From an optimization exercise on the open Yosys and OpenROAD flow, aimed at small area and a short achievable clock period; shortcuts taken in it are not production practice. At most, simulation tests tie the RTL to the original design; equivalence was not proved. The clock input has no modelled driver; a real chip could not lean on it and would need a root buffer or a full tree. No activity file was given, so power comes from the tool's default toggle rates.

// fifo
module fifo(
    input         clk,
    input         rst,         
    input  [7:0]  data_in,
    input         w_en,
    input         r_en,
    output reg [7:0] data_out,
    output reg    full,
    output reg    empty
);
    reg [7:0] mem [0:3][0:7];
    reg [3:0] wb;               
    reg [3:0] wbok;             
    reg [7:0] wr;               
    reg [3:0] rb;               
    reg [7:0] crow [0:3];       
    reg [3:0] cm;               
    reg [8:0] cq;               
    reg [7:0] cand [0:3];       
    wire wok = w_en & ~full;
    wire rd  = r_en & ~empty;
    wire low = cq[0];
    genvar b, i;
    generate
        for (b = 0; b < 4; b = b + 1) begin : g_bank
            for (i = 0; i < 8; i = i + 1) begin : g_row
                always @(posedge clk)
                    if (w_en & wbok[b] & wr[i])
                        mem[b][i] <= data_in;
            end
            reg [7:0] sel;
            integer k;
            always @* begin
                sel = 8'b0;
                for (k = 0; k < 8; k = k + 1)
                    sel = sel | ({8{crow[b][k]}} & mem[b][k]);
            end
            always @(posedge clk)
                cand[b] <= (w_en & wb[b] & low) ? data_in : sel;
            always @(posedge clk)
                if (!rst)
  ...
For scale: about 900 cells after synthesis, ~360 flip-flops, ~22 I/O pins, about 13000 sq um of cells after synthesis.
Settings: LEC_CHECK=0, CAP_MARGIN=20, CORE_MARGIN=2, CORE_UTILIZATION=55, SETUP_SLACK_MARGIN=1.1, SLEW_MARGIN=20, TNS_END_PERCENT=5; clock period 2.4 ns.
standard.sh (not shown) runs the stock make flow with config.mk's settings and CLKGATE_MAP_FILE= SYNTH_SCRIPT=/design/flow/synth_recipe.tcl, a recipe that flattens the netlist after the stock synthesis.
==> flow/flow/run.sh <==
#!/bin/bash
set -euo pipefail
bash standard.sh finish PRE_CTS_TCL="$PWD/flow/my_cts.tcl" \
  BUFFER_PORTS_ARGS="-buffer_cell sky130_fd_sc_hd__buf_4" \
  MATCH_CELL_FOOTPRINT=0 > standard.log 2>&1
Other scripts of this flow, unchanged in this note and not shown: flow/flow/my_cts.tcl, flow/flow/my_cts_params.tcl
The first run finished clean.
==> next run, changes <==
==> flow/flow/run.sh (replaced) <==
#!/bin/bash
set -euo pipefail
bash standard.sh finish PRE_CTS_TCL="$PWD/flow/my_cts.tcl" \
  BUFFER_PORTS_ARGS="-buffer_cell sky130_fd_sc_hd__buf_4" \
  MATCH_CELL_FOOTPRINT=0 RECOVER_POWER=100 > standard.log 2>&1
Result:
- The changed run finished with timing, DRC and antenna clean
- worst setup slack got worse by 0.39 ns
- maximum frequency came out lower by about a fifth
- wire length hardly moves
- global-route usage is unchanged
- via count shrinks slightly
==> next run, changes <==
==> flow/flow/run.sh (replaced) <==
#!/bin/bash
set -euo pipefail
bash standard.sh finish PRE_CTS_TCL="$PWD/flow/my_cts.tcl" \
  POST_CTS_TCL="$PWD/flow/post_cts.tcl" \
  BUFFER_PORTS_ARGS="-buffer_cell sky130_fd_sc_hd__buf_4" \
  MATCH_CELL_FOOTPRINT=0 > standard.log 2>&1
==> flow/flow/post_cts.tcl (new file) <==
# A second setup repair after the standard post-CTS one, over all endpoints.
estimate_parasitics -placement
repair_timing -setup -setup_margin 1.2 -repair_tns 100 -verbose
detailed_placement
check_placement -verbose
=>
- The new run finished with timing, DRC and antenna clean
- synthesized cell count stays the same
- sequential share of layout area fell by 2.1 points
- worst hold slack improves by 0.012 ns
- wire length rose slightly
- critical path depth rose by 1
- worst setup slack improves by 0.40 ns
- synthesized area does not change
- total power rose slightly
- clock power stays flat
No run of this note takes its clock network from TritonCTS; it comes from the design's own scripts or RTL.

---

fifo, a different RTL version from the one above (not shown whole).
Size: roughly 380 flip-flops, roughly 22 I/O pins, ~0.013 mm² of cells after synthesis.
export LEC_CHECK = 0
export CAP_MARGIN = 20
export CORE_MARGIN = 2
export CORE_UTILIZATION = 65
export SETUP_SLACK_MARGIN = 1.15
export SLEW_MARGIN = 20
export TNS_END_PERCENT = 100
create_clock -name core_clock -period 2.4 [get_ports {clk}]
==> flow/flow/run.sh <==
#!/bin/bash
set -euo pipefail
bash standard.sh finish PRE_CTS_TCL="$PWD/flow/my_cts.tcl" \
  BUFFER_PORTS_ARGS="-buffer_cell sky130_fd_sc_hd__buf_4" \
  MATCH_CELL_FOOTPRINT=0 > standard.log 2>&1
==> flow/flow/my_cts_params.tcl <==
set ::my_cts_k 16
set ::my_cts_r 4
set ::my_cts_leaf sky130_fd_sc_hd__buf_16
set ::my_cts_root sky130_fd_sc_hd__buf_16
set ::my_cts_cap 1.1
set ::my_cts_ff4 7
set ::my_cts_ff2 4
Other scripts of this flow, unchanged in this note and not shown: flow/flow/my_cts.tcl
The starting point completed without violations.
Rerun with:
==> flow/flow/my_cts_params.tcl (replaced) <==
set ::my_cts_k 16
set ::my_cts_r 4
set ::my_cts_leaf sky130_fd_sc_hd__clkbuf_16
set ::my_cts_root sky130_fd_sc_hd__clkbuf_16
set ::my_cts_cap 1.1
set ::my_cts_ff4 7
set ::my_cts_ff2 4
Outcome:
- global-route usage rises by 0.19 points
- core utilization stays flat
- wire length went up by 0.76%
- critical path depth is lower by 4
- register-to-register slack gains 0.02 ns
- worst hold slack gets worse by 0.027 ns
Function was not checked in any run of this note: the RTL went through the layout flow alone. No run of this note takes its clock network from TritonCTS; it comes from the design's own scripts or RTL.

==> separate check: timing with driven ports <==
The results above use ideal ports. As a check the final layouts listed here were re-extracted and re-timed, cells and wires unchanged.
Step 1 sets driving cells, clkbuf_16 on the clock port and buf_2 on the other inputs (assumed; they add their load-dependent delay and slew).
Step 2 also shifts input and output timing later by t, the mid clock arrival at the registers, as if the neighbouring blocks saw the same clock.
Three values: ideal, step 1, step 2; two values: the first two.
| run | shift t [ns] | slack for setup (ns) | hold WS [ns] | slew at the worst register clock pin (ns) |
|---|---|---|---|---|
| the first run of note 1 | 0.419 | 1.008 / 0.947 / 0.665 | 0.427 / 0.348 / 0.505 | 0.10 / 0.10 |
| the second run of note 1 | 0.420 | 0.620 / 0.620 / 0.342 | 0.434 / 0.353 / 0.501 | 0.10 / 0.10 |
| the third run of note 1 | 0.417 | 1.024 / 0.956 / 0.725 | 0.445 / 0.366 / 0.497 | 0.10 / 0.10 |
| the first run of note 2 | 0.406 | 1.091 / 1.010 / 0.733 | 0.443 / 0.365 / 0.456 | 0.10 / 0.10 |
| the second run of note 2 | 0.416 | 1.104 / 1.000 / 0.785 | 0.416 / 0.354 / 0.460 | 0.10 / 0.10 |
After both steps every run listed still meets setup and hold. For the first run of note 2, which loses most, drivers alone change the setup slack by -0.081 ns; drivers and shift together by -0.358 ns.
